This is an optimization exercise on Yosys and OpenROAD, whose aim is small area, not a production implementation. RTL that was checked went through simulation tests only; none was proved equivalent to the original. Power and IR drop assume default switching activity.

==> build 64: inputs <==
// overall_top
module overall_top(
    input clk_100MHz,
    input reset,
    input sec_button,
    input min_button,
    input hour_button,
    input start,
    input pause,
    input mode,
    output h_sync,
    output v_sync,
    output [11:0] rgb
    );
==> flow/config.mk <==
export PLATFORM = sky130hd
export DESIGN_NAME = overall_top
export DESIGN_NICKNAME = overall_top
export VERILOG_FILES = /design/flow/design.v
export SDC_FILE = /design/flow/constraint.sdc
export NUM_CORES = 4
export LEC_CHECK = 0
export CAP_MARGIN = 20
export CORE_MARGIN = 2
export CORE_UTILIZATION = 40
export SLEW_MARGIN = 20
export SYNTH_MEMORY_MAX_BITS = 16384
==> flow/constraint.sdc <==
create_clock -name core_clock -period 10.0 [get_ports {clk_100MHz}]
set_input_delay 2.0000 -clock core_clock [delete_from_list [all_inputs] [get_ports {clk_100MHz}]]
set_output_delay 2.0000 -clock core_clock [all_outputs]
set_load 0.01 [all_outputs]
standard.sh (not shown) runs the stock make flow with config.mk's settings and CLKGATE_MAP_FILE= SYNTH_SCRIPT=/design/flow/synth_recipe.tcl, a recipe that flattens the netlist after the stock synthesis.
==> flow/flow/run.sh <==
#!/bin/bash
# Own layout flow: the standard flow (standard.sh) with three changes.
#  1. After the standard synthesis, the combinational logic between the
#     (untouched) registers is re-mapped by ABC for area (remap.abc); a
#     Yosys equivalence check against the standard netlist guards it, and the
#     standard netlist is kept if the check does not pass.
#  2. The port buffers are sky130_fd_sc_hd__buf_1 (every port still gets one).
#  3. The clock tree is built from clkbuf_8 without dummy balancing loads.
# Each tool's output goes to a log file of its own in the work folder.
set -euo pipefail
WORK=$(pwd)
FLOWDIR=$WORK/flow
RES=$WORK/orfs/results/$FLOW_PLATFORM/overall_top/base
PLAT=$FLOW_HOME/platforms/$FLOW_PLATFORM
LIB=$PLAT/lib/sky130_fd_sc_hd__tt_025C_1v80.lib
YOSYS=${YOSYS_EXE:-$(command -v yosys || echo $FLOW_HOME/../tools/install/yosys/bin/yosys)}

export BUFFER_PORTS_ARGS="-buffer_cell sky130_fd_sc_hd__buf_1"
export CTS_ARGS="-sink_clustering_enable -repair_clock_nets -dont_use_dummy_load -buf_list sky130_fd_sc_hd__clkbuf_8"

bash standard.sh synth > standard_synth.log 2>&1
cp "$RES/1_2_yosys.v" "$WORK/netlist_standard.v"

DONT_USE=$(sed -n '/DONT_USE_CELLS +=/,/^$/p' "$PLAT/config.mk" | grep -o 'sky130_fd_sc_hd__[A-Za-z0-9_]*' | sed 's/^/-dont_use /' | tr '\n' ' ')
SEQ="sky130_fd_sc_hd__df* sky130_fd_sc_hd__edf* sky130_fd_sc_hd__sdf* sky130_fd_sc_hd__dl*"

cat > "$WORK/remap.ys" <<EOS
read_liberty -ignore_miss_func -ignore_miss_dir -ignore_miss_data_latch $LIB
read_verilog $WORK/netlist_standard.v
hierarchy -top $FLOW_TOP
setattr -mod -set keep_hierarchy 1 $SEQ
flatten
opt_clean
setattr -mod -set blackbox 1 $SEQ
techmap
opt -fast
abc -liberty $LIB $DONT_USE -script $FLOWDIR/remap.abc
setundef -zero
splitnets
opt_clean -purge
hilomap -singleton -hicell sky130_fd_sc_hd__conb_1 HI -locell sky130_fd_sc_hd__conb_1 LO
insbuf -buf sky130_fd_sc_hd__buf_4 A X
tee -o $WORK/remap_stat.txt stat -liberty $LIB
write_verilog -noattr -nohex -nodec -selected $WORK/netlist_remap.v
EOS

cat > "$WORK/equiv.ys" <<EOS
read_liberty -ignore_miss_func -ignore_miss_dir -ignore_miss_data_latch $LIB
read_verilog $WORK/netlist_standard.v
rename $FLOW_TOP gold
read_verilog $WORK/netlist_remap.v
rename $FLOW_TOP gate
hierarchy -check
flatten gold gate
opt_clean
async2sync
equiv_make gold gate eq
hierarchy -top eq
equiv_simple -seq 1
equiv_induct -seq 1
equiv_status -assert
EOS

use_remap=0
if "$YOSYS" -s "$WORK/remap.ys" > "$WORK/remap.log" 2>&1 \
   && "$YOSYS" -s "$WORK/equiv.ys" > "$WORK/equiv.log" 2>&1; then
  # the same registers, by name and cell type
  if diff <(grep -o 'sky130_fd_sc_hd__[de]*df[a-z0-9_]* [^ ]*' "$WORK/netlist_standard.v" | sort) \
          <(grep -o 'sky130_fd_sc_hd__[de]*df[a-z0-9_]* [^ ]*' "$WORK/netlist_remap.v" | sort) > "$WORK/regs_diff.log"; then
    use_remap=1
  fi
fi
echo "use_remap=$use_remap" > "$WORK/remap_used.txt"
if [[ $use_remap == 1 ]]; then
  cp "$WORK/netlist_remap.v" "$RES/1_2_yosys.v"
  rm -f "$RES/1_synth.odb" "$RES/1_synth.sdc"
fi

bash standard.sh > standard.log 2>&1
Other scripts of this flow, unchanged in this note and not shown: flow/flow/remap.abc
==> build 96 (differences from build 64) <==
--- a/flow/design.v
+++ b/flow/design.v
@@ -1,20 +1,18 @@
 `timescale 1ns / 1ps
 module vga_timing(
     input clk,
     input reset,
     output pix_en,
-    output pre_en,
     output reg [9:0] h_pos,
     output reg [9:0] v_pos,
     output reg h_sync,
     output reg v_sync
     );
     reg [1:0] phase;            
     assign pix_en = phase[1] & ~phase[0];
-    assign pre_en = ~phase[1] & phase[0];      
     wire [10:0] hc;
     assign hc[0] = pix_en;
     genvar i;
     generate for (i = 0; i < 10; i = i + 1) begin : hcarry
         assign hc[i + 1] = hc[i] & h_pos[i];
     end endgenerate
@@ -66,28 +64,27 @@
              | (cc & ((rt & s_a) | (rm & s_g) | (rb & s_d)));
 endmodule
 module glyph_bit(
     input sel_h10, sel_h1, sel_m10, sel_m1, sel_s10, sel_s1, sel_colon, sel_letter,
     input rt, ru, rm, rl, rb,
     input cl, cc, cr,
-    input colon_px,
+    input colon_px, letter_px,
     input [3:0] h10, h1, m1, s1,
     input [2:0] m10, s10,
-    output part,
-    output is_letter
+    output bit_o
     );
     wire h10_nz = |h10;
     wire [3:0] d = ({4{sel_h10}} & h10) | ({4{sel_h1}} & h1)
                  | ({4{sel_m10}} & {1'b0, m10}) | ({4{sel_m1}} & m1)
                  | ({4{sel_s10}} & {1'b0, s10}) | ({4{sel_s1}} & s1);
     wire is_digit = (sel_h10 & h10_nz) | sel_h1 | sel_m10 | sel_m1 | sel_s10 | sel_s1;
-    assign is_letter = sel_letter | (sel_h10 & ~h10_nz);
+    wire is_letter = sel_letter | (sel_h10 & ~h10_nz);
     wire dp;
     digit_pixel dpx(.d(d), .rt(rt), .ru(ru), .rm(rm), .rl(rl), .rb(rb),
         .cl(cl), .cc(cc), .cr(cr), .p(dp));
-    assign part = (is_digit & dp) | (sel_colon & colon_px);
+    assign bit_o = (is_digit & dp) | (sel_colon & colon_px) | (is_letter & letter_px);
 endmodule
 `timescale 1ns / 1ps
 module timer_keeper(
     input clk,
     input rst,
     input mode,
@@ -158,19 +155,13 @@
     input hour_button,
     output reg [3:0] s1,
     output reg [2:0] s10,
     output reg [3:0] m1,
     output reg [2:0] m10,
     output reg [3:0] h1,
-    output reg [1:0] h10,
-    output [3:0] n_s1,
-    output [2:0] n_s10,
-    output [3:0] n_m1,
-    output [2:0] n_m10,
-    output [3:0] n_h1,
-    output [1:0] n_h10
+    output reg [1:0] h10
     );
     reg [5:0] cnt;
     reg half;
     wire cnt_end = &cnt;
     wire tick = cnt_end & ~half;
     wire [5:0] cc = {&cnt[4:0], &cnt[3:0], &cnt[2:0], &cnt[1:0], cnt[0], 1'b1};
@@ -204,28 +195,22 @@
     wire kh = tick & (hb | (m59 & s59));
     wire h23 = h10[1] & h1[1] & h1[0];
     wire h1_9 = h1[3] & h1[0];
     wire [3:0] h1_t = {kh & h1[0] & (h1[3] | (h1[2] & h1[1])), kh & h1[0] & h1[1] & ~h10[1],
                        kh & h1[0] & ~h1[3], kh};
     wire [1:0] h10_t = {kh & ((h1_9 & h10[0]) | h23), kh & h1_9};
-    assign n_s1 = s1 ^ s1_t;
-    assign n_s10 = s10 ^ s10_t;
-    assign n_m1 = m1 ^ m1_t;
-    assign n_m10 = m10 ^ m10_t;
-    assign n_h1 = h1 ^ h1_t;
-    assign n_h10 = h10 ^ h10_t;
     always @(posedge clk or posedge rst)
         if (rst) begin
             s1 <= 4'd0; s10 <= 3'd0;
             m1 <= 4'd0; m10 <= 3'd0;
             h1 <= 4'd0; h10 <= 2'd0;
         end
         else begin
-            s1 <= n_s1; s10 <= n_s10;
-            m1 <= n_m1; m10 <= n_m10;
-            h1 <= n_h1; h10 <= n_h10;
+            s1 <= s1 ^ s1_t; s10 <= s10 ^ s10_t;
+            m1 <= m1 ^ m1_t; m10 <= m10 ^ m10_t;
+            h1 <= h1 ^ h1_t; h10 <= h10 ^ h10_t;
         end
 endmodule
 `timescale 1ns / 1ps
 module overall_top(
     input clk_100MHz,
     input reset,
@@ -236,26 +221,22 @@
     input pause,
     input mode,
     output h_sync,
     output v_sync,
     output [11:0] rgb
     );
-    wire pix_en, pre_en;
+    wire pix_en;
     wire [9:0] h_pos, v_pos;
-    vga_timing vga(.clk(clk_100MHz), .reset(reset), .pix_en(pix_en), .pre_en(pre_en),
+    vga_timing vga(.clk(clk_100MHz), .reset(reset), .pix_en(pix_en),
         .h_pos(h_pos), .v_pos(v_pos), .h_sync(h_sync), .v_sync(v_sync));
     wire [3:0] as1, am1, ah1;
     wire [2:0] as10, am10;
     wire [1:0] ah10;
-    wire [3:0] ns1, nm1, nh1;
-    wire [2:0] ns10, nm10;
-    wire [1:0] nh10;
     clock_keeper ck(.clk(clk_100MHz), .rst(reset & ~mode),
         .sec_button(sec_button), .min_button(min_button), .hour_button(hour_button),
-        .s1(as1), .s10(as10), .m1(am1), .m10(am10), .h1(ah1), .h10(ah10),
-        .n_s1(ns1), .n_s10(ns10), .n_m1(nm1), .n_m10(nm10), .n_h1(nh1), .n_h10(nh10));
+        .s1(as1), .s10(as10), .m1(am1), .m10(am10), .h1(ah1), .h10(ah10));
     wire [3:0] ts1, tm1, th1;
     wire [2:0] ts10, tm10;
     wire th10;
     timer_keeper tk(.clk(clk_100MHz), .rst(reset & mode), .mode(mode),
         .start(start), .pause(pause),
         .s1(ts1), .s10(ts10), .m1(tm1), .m10(tm10), .h1(th1), .h10(th10));
@@ -277,31 +258,27 @@
     wire a_px = ((row == 4'd7) & (col >= 3'd1) & (col <= 3'd3))
               | (((row == 4'd8) | (row == 4'd10) | (row == 4'd11)) & c04)
               | ((row == 4'd9) & c0to4);
     wire t_px = ((row == 4'd7) & c0to4)
               | ((row >= 4'd8) & (row <= 4'd11) & (col == 3'd2));
     wire letter_px = mode ? t_px : a_px;
-    wire [1:0] u_h10 = pre_en ? nh10 : {1'b0, th10};
-    wire [3:0] u_h1 = pre_en ? nh1 : th1;
-    wire [2:0] u_m10 = pre_en ? nm10 : tm10;
-    wire [3:0] u_m1 = pre_en ? nm1 : tm1;
-    wire [2:0] u_s10 = pre_en ? ns10 : ts10;
-    wire [3:0] u_s1 = pre_en ? ns1 : ts1;
-    wire part, is_letter;
-    glyph_bit gu(.sel_h10(sel_h10), .sel_h1(sel_h1), .sel_m10(sel_m10), .sel_m1(sel_m1),
+    wire nbit_a, nbit_t;
+    glyph_bit ga(.sel_h10(sel_h10), .sel_h1(sel_h1), .sel_m10(sel_m10), .sel_m1(sel_m1),
+        .sel_s10(sel_s10), .sel_s1(sel_s1), .sel_colon(sel_colon), .sel_letter(sel_letter),
+        .rt(rt), .ru(ru), .rm(rm), .rl(rl), .rb(rb), .cl(cl), .cc(cc), .cr(cr),
+        .colon_px(colon_px), .letter_px(letter_px),
+        .h10({2'b00, ah10}), .h1(ah1), .m10(am10), .m1(am1), .s10(as10), .s1(as1), .bit_o(nbit_a));
+    glyph_bit gt(.sel_h10(sel_h10), .sel_h1(sel_h1), .sel_m10(sel_m10), .sel_m1(sel_m1),
         .sel_s10(sel_s10), .sel_s1(sel_s1), .sel_colon(sel_colon), .sel_letter(sel_letter),
         .rt(rt), .ru(ru), .rm(rm), .rl(rl), .rb(rb), .cl(cl), .cc(cc), .cr(cr),
-        .colon_px(colon_px),
-        .h10({2'b00, u_h10}), .h1(u_h1), .m10(u_m10), .m1(u_m1), .s10(u_s10), .s1(u_s1),
-        .part(part), .is_letter(is_letter));
-    reg part_a, letter_a, bit_a, bit_t;
+        .colon_px(colon_px), .letter_px(letter_px),
+        .h10({3'b000, th10}), .h1(th1), .m10(tm10), .m1(tm1), .s10(ts10), .s1(ts1), .bit_o(nbit_t));
+    reg bit_a, bit_t;
     always @(posedge clk_100MHz) begin
-        part_a <= part;                                 
-        letter_a <= is_letter;                          
-        bit_a <= part_a | (letter_a & letter_px);       
-        bit_t <= part | (is_letter & letter_px);        
+        bit_a <= vband & nbit_a;
+        bit_t <= vband & nbit_t;
     end
     wire blank_a = sel_h10 && (ah10 == 2'd0);
     wire blank_t = sel_h10 && !th10;
     reg pix_a, pix_t;
     always @(posedge clk_100MHz)
         if (pix_en) begin
==> trial 84 (differences from build 64) <==
--- a/flow/design.v
+++ b/flow/design.v
@@ -1,20 +1,18 @@
 `timescale 1ns / 1ps
 module vga_timing(
     input clk,
     input reset,
     output pix_en,
-    output pre_en,
     output reg [9:0] h_pos,
     output reg [9:0] v_pos,
     output reg h_sync,
     output reg v_sync
     );
     reg [1:0] phase;            
     assign pix_en = phase[1] & ~phase[0];
-    assign pre_en = ~phase[1] & phase[0];      
     wire [10:0] hc;
     assign hc[0] = pix_en;
     genvar i;
     generate for (i = 0; i < 10; i = i + 1) begin : hcarry
         assign hc[i + 1] = hc[i] & h_pos[i];
     end endgenerate
@@ -66,28 +64,27 @@
              | (cc & ((rt & s_a) | (rm & s_g) | (rb & s_d)));
 endmodule
 module glyph_bit(
     input sel_h10, sel_h1, sel_m10, sel_m1, sel_s10, sel_s1, sel_colon, sel_letter,
     input rt, ru, rm, rl, rb,
     input cl, cc, cr,
-    input colon_px,
+    input colon_px, letter_px,
     input [3:0] h10, h1, m1, s1,
     input [2:0] m10, s10,
-    output part,
-    output is_letter
+    output bit_o
     );
     wire h10_nz = |h10;
     wire [3:0] d = ({4{sel_h10}} & h10) | ({4{sel_h1}} & h1)
                  | ({4{sel_m10}} & {1'b0, m10}) | ({4{sel_m1}} & m1)
                  | ({4{sel_s10}} & {1'b0, s10}) | ({4{sel_s1}} & s1);
     wire is_digit = (sel_h10 & h10_nz) | sel_h1 | sel_m10 | sel_m1 | sel_s10 | sel_s1;
-    assign is_letter = sel_letter | (sel_h10 & ~h10_nz);
+    wire is_letter = sel_letter | (sel_h10 & ~h10_nz);
     wire dp;
     digit_pixel dpx(.d(d), .rt(rt), .ru(ru), .rm(rm), .rl(rl), .rb(rb),
         .cl(cl), .cc(cc), .cr(cr), .p(dp));
-    assign part = (is_digit & dp) | (sel_colon & colon_px);
+    assign bit_o = (is_digit & dp) | (sel_colon & colon_px) | (is_letter & letter_px);
 endmodule
 `timescale 1ns / 1ps
 module timer_keeper(
     input clk,
     input rst,
     input mode,
@@ -158,19 +155,13 @@
     input hour_button,
     output reg [3:0] s1,
     output reg [2:0] s10,
     output reg [3:0] m1,
     output reg [2:0] m10,
     output reg [3:0] h1,
-    output reg [1:0] h10,
-    output [3:0] n_s1,
-    output [2:0] n_s10,
-    output [3:0] n_m1,
-    output [2:0] n_m10,
-    output [3:0] n_h1,
-    output [1:0] n_h10
+    output reg [1:0] h10
     );
     reg [5:0] cnt;
     reg half;
     wire cnt_end = &cnt;
     wire tick = cnt_end & ~half;
     wire [5:0] cc = {&cnt[4:0], &cnt[3:0], &cnt[2:0], &cnt[1:0], cnt[0], 1'b1};
@@ -204,28 +195,22 @@
     wire kh = tick & (hb | (m59 & s59));
     wire h23 = h10[1] & h1[1] & h1[0];
     wire h1_9 = h1[3] & h1[0];
     wire [3:0] h1_t = {kh & h1[0] & (h1[3] | (h1[2] & h1[1])), kh & h1[0] & h1[1] & ~h10[1],
                        kh & h1[0] & ~h1[3], kh};
     wire [1:0] h10_t = {kh & ((h1_9 & h10[0]) | h23), kh & h1_9};
-    assign n_s1 = s1 ^ s1_t;
-    assign n_s10 = s10 ^ s10_t;
-    assign n_m1 = m1 ^ m1_t;
-    assign n_m10 = m10 ^ m10_t;
-    assign n_h1 = h1 ^ h1_t;
-    assign n_h10 = h10 ^ h10_t;
     always @(posedge clk or posedge rst)
         if (rst) begin
             s1 <= 4'd0; s10 <= 3'd0;
             m1 <= 4'd0; m10 <= 3'd0;
             h1 <= 4'd0; h10 <= 2'd0;
         end
         else begin
-            s1 <= n_s1; s10 <= n_s10;
-            m1 <= n_m1; m10 <= n_m10;
-            h1 <= n_h1; h10 <= n_h10;
+            s1 <= s1 ^ s1_t; s10 <= s10 ^ s10_t;
+            m1 <= m1 ^ m1_t; m10 <= m10 ^ m10_t;
+            h1 <= h1 ^ h1_t; h10 <= h10 ^ h10_t;
         end
 endmodule
 `timescale 1ns / 1ps
 module overall_top(
     input clk_100MHz,
     input reset,
@@ -236,26 +221,22 @@
     input pause,
     input mode,
     output h_sync,
     output v_sync,
     output [11:0] rgb
     );
-    wire pix_en, pre_en;
+    wire pix_en;
     wire [9:0] h_pos, v_pos;
-    vga_timing vga(.clk(clk_100MHz), .reset(reset), .pix_en(pix_en), .pre_en(pre_en),
+    vga_timing vga(.clk(clk_100MHz), .reset(reset), .pix_en(pix_en),
         .h_pos(h_pos), .v_pos(v_pos), .h_sync(h_sync), .v_sync(v_sync));
     wire [3:0] as1, am1, ah1;
     wire [2:0] as10, am10;
     wire [1:0] ah10;
-    wire [3:0] ns1, nm1, nh1;
-    wire [2:0] ns10, nm10;
-    wire [1:0] nh10;
     clock_keeper ck(.clk(clk_100MHz), .rst(reset & ~mode),
         .sec_button(sec_button), .min_button(min_button), .hour_button(hour_button),
-        .s1(as1), .s10(as10), .m1(am1), .m10(am10), .h1(ah1), .h10(ah10),
-        .n_s1(ns1), .n_s10(ns10), .n_m1(nm1), .n_m10(nm10), .n_h1(nh1), .n_h10(nh10));
+        .s1(as1), .s10(as10), .m1(am1), .m10(am10), .h1(ah1), .h10(ah10));
     wire [3:0] ts1, tm1, th1;
     wire [2:0] ts10, tm10;
     wire th10;
     timer_keeper tk(.clk(clk_100MHz), .rst(reset & mode), .mode(mode),
         .start(start), .pause(pause),
         .s1(ts1), .s10(ts10), .m1(tm1), .m10(tm10), .h1(th1), .h10(th10));
@@ -277,31 +258,27 @@
     wire a_px = ((row == 4'd7) & (col >= 3'd1) & (col <= 3'd3))
               | (((row == 4'd8) | (row == 4'd10) | (row == 4'd11)) & c04)
               | ((row == 4'd9) & c0to4);
     wire t_px = ((row == 4'd7) & c0to4)
               | ((row >= 4'd8) & (row <= 4'd11) & (col == 3'd2));
     wire letter_px = mode ? t_px : a_px;
-    wire [1:0] u_h10 = pre_en ? nh10 : {1'b0, th10};
-    wire [3:0] u_h1 = pre_en ? nh1 : th1;
-    wire [2:0] u_m10 = pre_en ? nm10 : tm10;
-    wire [3:0] u_m1 = pre_en ? nm1 : tm1;
-    wire [2:0] u_s10 = pre_en ? ns10 : ts10;
-    wire [3:0] u_s1 = pre_en ? ns1 : ts1;
-    wire part, is_letter;
-    glyph_bit gu(.sel_h10(sel_h10), .sel_h1(sel_h1), .sel_m10(sel_m10), .sel_m1(sel_m1),
+    wire nbit_a, nbit_t;
+    glyph_bit ga(.sel_h10(sel_h10), .sel_h1(sel_h1), .sel_m10(sel_m10), .sel_m1(sel_m1),
+        .sel_s10(sel_s10), .sel_s1(sel_s1), .sel_colon(sel_colon), .sel_letter(sel_letter),
+        .rt(rt), .ru(ru), .rm(rm), .rl(rl), .rb(rb), .cl(cl), .cc(cc), .cr(cr),
+        .colon_px(colon_px), .letter_px(letter_px),
+        .h10({2'b00, ah10}), .h1(ah1), .m10(am10), .m1(am1), .s10(as10), .s1(as1), .bit_o(nbit_a));
+    glyph_bit gt(.sel_h10(sel_h10), .sel_h1(sel_h1), .sel_m10(sel_m10), .sel_m1(sel_m1),
         .sel_s10(sel_s10), .sel_s1(sel_s1), .sel_colon(sel_colon), .sel_letter(sel_letter),
         .rt(rt), .ru(ru), .rm(rm), .rl(rl), .rb(rb), .cl(cl), .cc(cc), .cr(cr),
-        .colon_px(colon_px),
-        .h10({2'b00, u_h10}), .h1(u_h1), .m10(u_m10), .m1(u_m1), .s10(u_s10), .s1(u_s1),
-        .part(part), .is_letter(is_letter));
-    reg part_a, letter_a, bit_a, bit_t;
+        .colon_px(colon_px), .letter_px(letter_px),
+        .h10({3'b000, th10}), .h1(th1), .m10(tm10), .m1(tm1), .s10(ts10), .s1(ts1), .bit_o(nbit_t));
+    reg bit_a, bit_t;
     always @(posedge clk_100MHz) begin
-        part_a <= part;                                 
-        letter_a <= is_letter;                          
-        bit_a <= part_a | (letter_a & letter_px);       
-        bit_t <= part | (is_letter & letter_px);        
+        bit_a <= vband & nbit_a;
+        bit_t <= vband & nbit_t;
     end
     wire blank_a = sel_h10 && (ah10 == 2'd0);
     wire blank_t = sel_h10 && !th10;
     reg pix_a, pix_t;
     always @(posedge clk_100MHz)
         if (pix_en) begin
--- a/flow/flow/run.sh
+++ b/flow/flow/run.sh
@@ -37,12 +37,13 @@
 abc -liberty $LIB $DONT_USE -script $FLOWDIR/remap.abc
 setundef -zero
 splitnets
 opt_clean -purge
 hilomap -singleton -hicell sky130_fd_sc_hd__conb_1 HI -locell sky130_fd_sc_hd__conb_1 LO
 insbuf -buf sky130_fd_sc_hd__buf_4 A X
+check -assert -mapped
 tee -o $WORK/remap_stat.txt stat -liberty $LIB
 write_verilog -noattr -nohex -nodec -selected $WORK/netlist_remap.v
 EOS
 
 cat > "$WORK/equiv.ys" <<EOS
 read_liberty -ignore_miss_func -ignore_miss_dir -ignore_miss_data_latch $LIB
==> trial 57 (differences from build 64) <==
--- a/flow/flow/run.sh
+++ b/flow/flow/run.sh
@@ -36,36 +36,36 @@
 opt -fast
 abc -liberty $LIB $DONT_USE -script $FLOWDIR/remap.abc
 setundef -zero
 splitnets
 opt_clean -purge
 hilomap -singleton -hicell sky130_fd_sc_hd__conb_1 HI -locell sky130_fd_sc_hd__conb_1 LO
-insbuf -buf sky130_fd_sc_hd__buf_4 A X
+insbuf -buf sky130_fd_sc_hd__buf_1 A X
 tee -o $WORK/remap_stat.txt stat -liberty $LIB
 write_verilog -noattr -nohex -nodec -selected $WORK/netlist_remap.v
 EOS
 
+# Equivalence: both netlists with their (identical) registers cut into
+# inputs and outputs must compute the same functions (SAT proof).
+python3 "$FLOWDIR/cut_ffs.py" "$WORK/netlist_standard.v" "$WORK/cut_standard.v" > "$WORK/cut.log" 2>&1 || true
 cat > "$WORK/equiv.ys" <<EOS
 read_liberty -ignore_miss_func -ignore_miss_dir -ignore_miss_data_latch $LIB
-read_verilog $WORK/netlist_standard.v
+read_verilog $WORK/cut_standard.v
 rename $FLOW_TOP gold
-read_verilog $WORK/netlist_remap.v
+read_verilog $WORK/cut_remap.v
 rename $FLOW_TOP gate
-hierarchy -check
 flatten gold gate
 opt_clean
-async2sync
-equiv_make gold gate eq
-hierarchy -top eq
-equiv_simple -seq 1
-equiv_induct -seq 1
-equiv_status -assert
+miter -equiv -flatten -make_outputs gold gate miter
+hierarchy -top miter
+sat -verify -prove trigger 0 miter
 EOS
 
 use_remap=0
 if "$YOSYS" -s "$WORK/remap.ys" > "$WORK/remap.log" 2>&1 \
+   && python3 "$FLOWDIR/cut_ffs.py" "$WORK/netlist_remap.v" "$WORK/cut_remap.v" >> "$WORK/cut.log" 2>&1 \
    && "$YOSYS" -s "$WORK/equiv.ys" > "$WORK/equiv.log" 2>&1; then
   # the same registers, by name and cell type
   if diff <(grep -o 'sky130_fd_sc_hd__[de]*df[a-z0-9_]* [^ ]*' "$WORK/netlist_standard.v" | sort) \
           <(grep -o 'sky130_fd_sc_hd__[de]*df[a-z0-9_]* [^ ]*' "$WORK/netlist_remap.v" | sort) > "$WORK/regs_diff.log"; then
     use_remap=1
   fi
==> flow/flow/cut_ffs.py (new file) <==
# Cut the flip-flops of a mapped netlist: each register's Q becomes a new
# input and its D, reset, set and enable pins new outputs, so that two
# netlists with the same registers can be compared combinationally.
import re, sys
# Replace flip-flop instances by cut points: Q from a new input, D/reset/set/enable to new outputs.
src, dst = sys.argv[1], sys.argv[2]
t = open(src).read()
inst_re = re.compile(r'\n\s*(sky130_fd_sc_hd__(?:e?df\w+))\s+(\\\S+|\w+)\s*\((.*?)\);', re.S)
flops = []
for m in inst_re.finditer(t):
    pins = dict(re.findall(r'\.(\w+)\(([^()]*?)\)', m.group(3)))
    flops.append((m.group(2), m.group(1), pins, m.span()))
flops.sort(key=lambda f: f[0])
names = {f[0]: i for i, f in enumerate(flops)}
newports, decls, assigns = [], [], []
for name, typ, pins, span in flops:
    i = names[name]
    for p, net in pins.items():
        net = net.strip()
        if net.startswith("\\"): net = net + " "
        if p == 'CLK': continue
        if p in ('Q',):
            newports.append(f'cutq{i}'); decls.append(f'  input cutq{i};'); assigns.append(f'  assign {net} = cutq{i};')
        elif p == 'Q_N':
            newports.append(f'cutqn{i}'); decls.append(f'  input cutqn{i};'); assigns.append(f'  assign {net} = cutqn{i};')
        else:
            newports.append(f'cut{p}{i}'); decls.append(f'  output cut{p}{i};'); assigns.append(f'  assign cut{p}{i} = {net};')
# remove instances (from the end)
for name, typ, pins, span in sorted(flops, key=lambda f: -f[3][0]):
    t = t[:span[0]] + '\n' + t[span[1]:]
# add ports to module header
t = re.sub(r'(module\s+' + re.escape(sys.argv[3] if len(sys.argv) > 3 else 'overall_top') + r'\s*\()', r'\1' + ', '.join(newports) + ', ', t, count=1)
t = t.replace('endmodule', '\n'.join(decls + assigns) + '\nendmodule', 1)
open(dst, 'w').write(t)
print(len(flops), 'flops cut')
==> run_results.csv <==
group,metric,value,unit
status,outcome,"no timing/DRC/antenna violations",
yosys,synth_compound_area_share,12.08,%
yosys,synth_most_common_cell,"dfrtp_1",
yosys,synthFlopType,"dfrtp_1",
power,power.share.combinational,5.0,%
yosys,syn_avg_cell_area,10.38,µm²
timing,worstMarginPinSlew,0.9027,ns
clock_tree,clock_latency,0.35,ns
yosys,synth_nets,503,
power,pg_clk,0.000186,W
yosys,synth_common_cells,"dfrtp_1 (61), ha_1 (39), nand2_1 (38), inv_1 (27), xnor2_1 (25)",
layout,inverters,28,
detailed_routing,route.met2.wl,4.486,mm
power,leakage,2.210,nW
yosys,synthSimpleGateAreaFrac,18.95,%
[end of results for trial 84]
==> run_results.csv <==
group,metric,value,unit
power,leakage,2.237,nW
power,pg_clk,0.000185,W
worst_setup_path,worstPathArrival,2.88,ns
timing,worstMarginPinSlew,0.9377,ns
yosys,syn_avg_cell_area,10.66,µm²
power,power.share.combinational,4.7,%
status,outcome,"no timing/DRC/antenna violations",
layout,inverters,24,
yosys,synth_most_common_cell,"dfrtp_1",
yosys,synthFlopType,"dfrtp_1",
timing,clock_skew,0.02703,ns
detailed_routing,route.met2.wl,3.928,mm
yosys,synth_nets,482,
yosys,synth_common_cells,"dfrtp_1 (61), nand2_1 (40), ha_1 (36), inv_1 (22), xnor2_1 (22)",
clock_tree,clock_latency,0.35,ns
[end of results for build 64]
==> run_results.csv <==
group,metric,value,unit
detailed_routing,drc,0,
layout,inverters,74,
worst_setup_path,cp_max_fo,12,
power,leakage,1.683,nW
yosys,syn_avg_cell_area,8.502,µm²
global_route,antenna_found_initial,0,
power,pg_clk,0.000190,W
yosys,synth_nets,487,
timing,worstMarginPinSlew,0.8283,ns
timing,max_freq,205.8,MHz
status,outcome,"no timing/DRC/antenna violations",
[end of results for build 96]
==> run_results.csv <==
group,metric,value,unit
detailed_routing,route.met2.wl,3.496,mm
die,taps,133,
clock_tree,clock_latency,0.36,ns
layout,inverters,70,
power,power.share.combinational,4.5,%
power,leakage,1.688,nW
power,pg_clk,0.000189,W
timing,worstMarginPinSlew,0.8383,ns
global_route,met2_usage,23.76,%
status,outcome,"no timing/DRC/antenna violations",
[end of results for trial 57]
Only the layout flow was run in build 64 and trial 57; the RTL was not checked for function there.

-- afterwards: timing with drivers on the ports --
Ports are ideal in the flow. The routed layouts listed here were re-timed in OpenROAD.
Step 1 sets driving cells, clkbuf_16 on the clock port and buf_2 on the other inputs (assumed; they add their load-dependent delay and slew).
Step 2 adds t to the input delays and takes it off the output delays; t is the mean of the earliest and latest rising clock arrival at the registers after step 1. Input paths then give back, and output paths get back, about the clock's delay inside the block.
Three values: ideal, step 1, step 2; two values: the first two.
run | t, ns | slack for setup (ns) | worst slew at a driven data input, ns
build 64 | 0.373 | 5.121 / 5.096 / 5.096 | 0.03
build 96 | 0.385 | 5.140 / 5.115 / 4.953 | 0.03
trial 84 | 0.381 | 5.065 / 5.038 / 5.038 | 0.03
trial 57 | 0.380 | 4.965 / 4.974 / 4.594 | 0.04
After both steps setup and hold are still met in every run listed. For trial 57, which loses most, drivers alone change the setup slack by +0.009 ns; drivers and shift together by -0.371 ns.
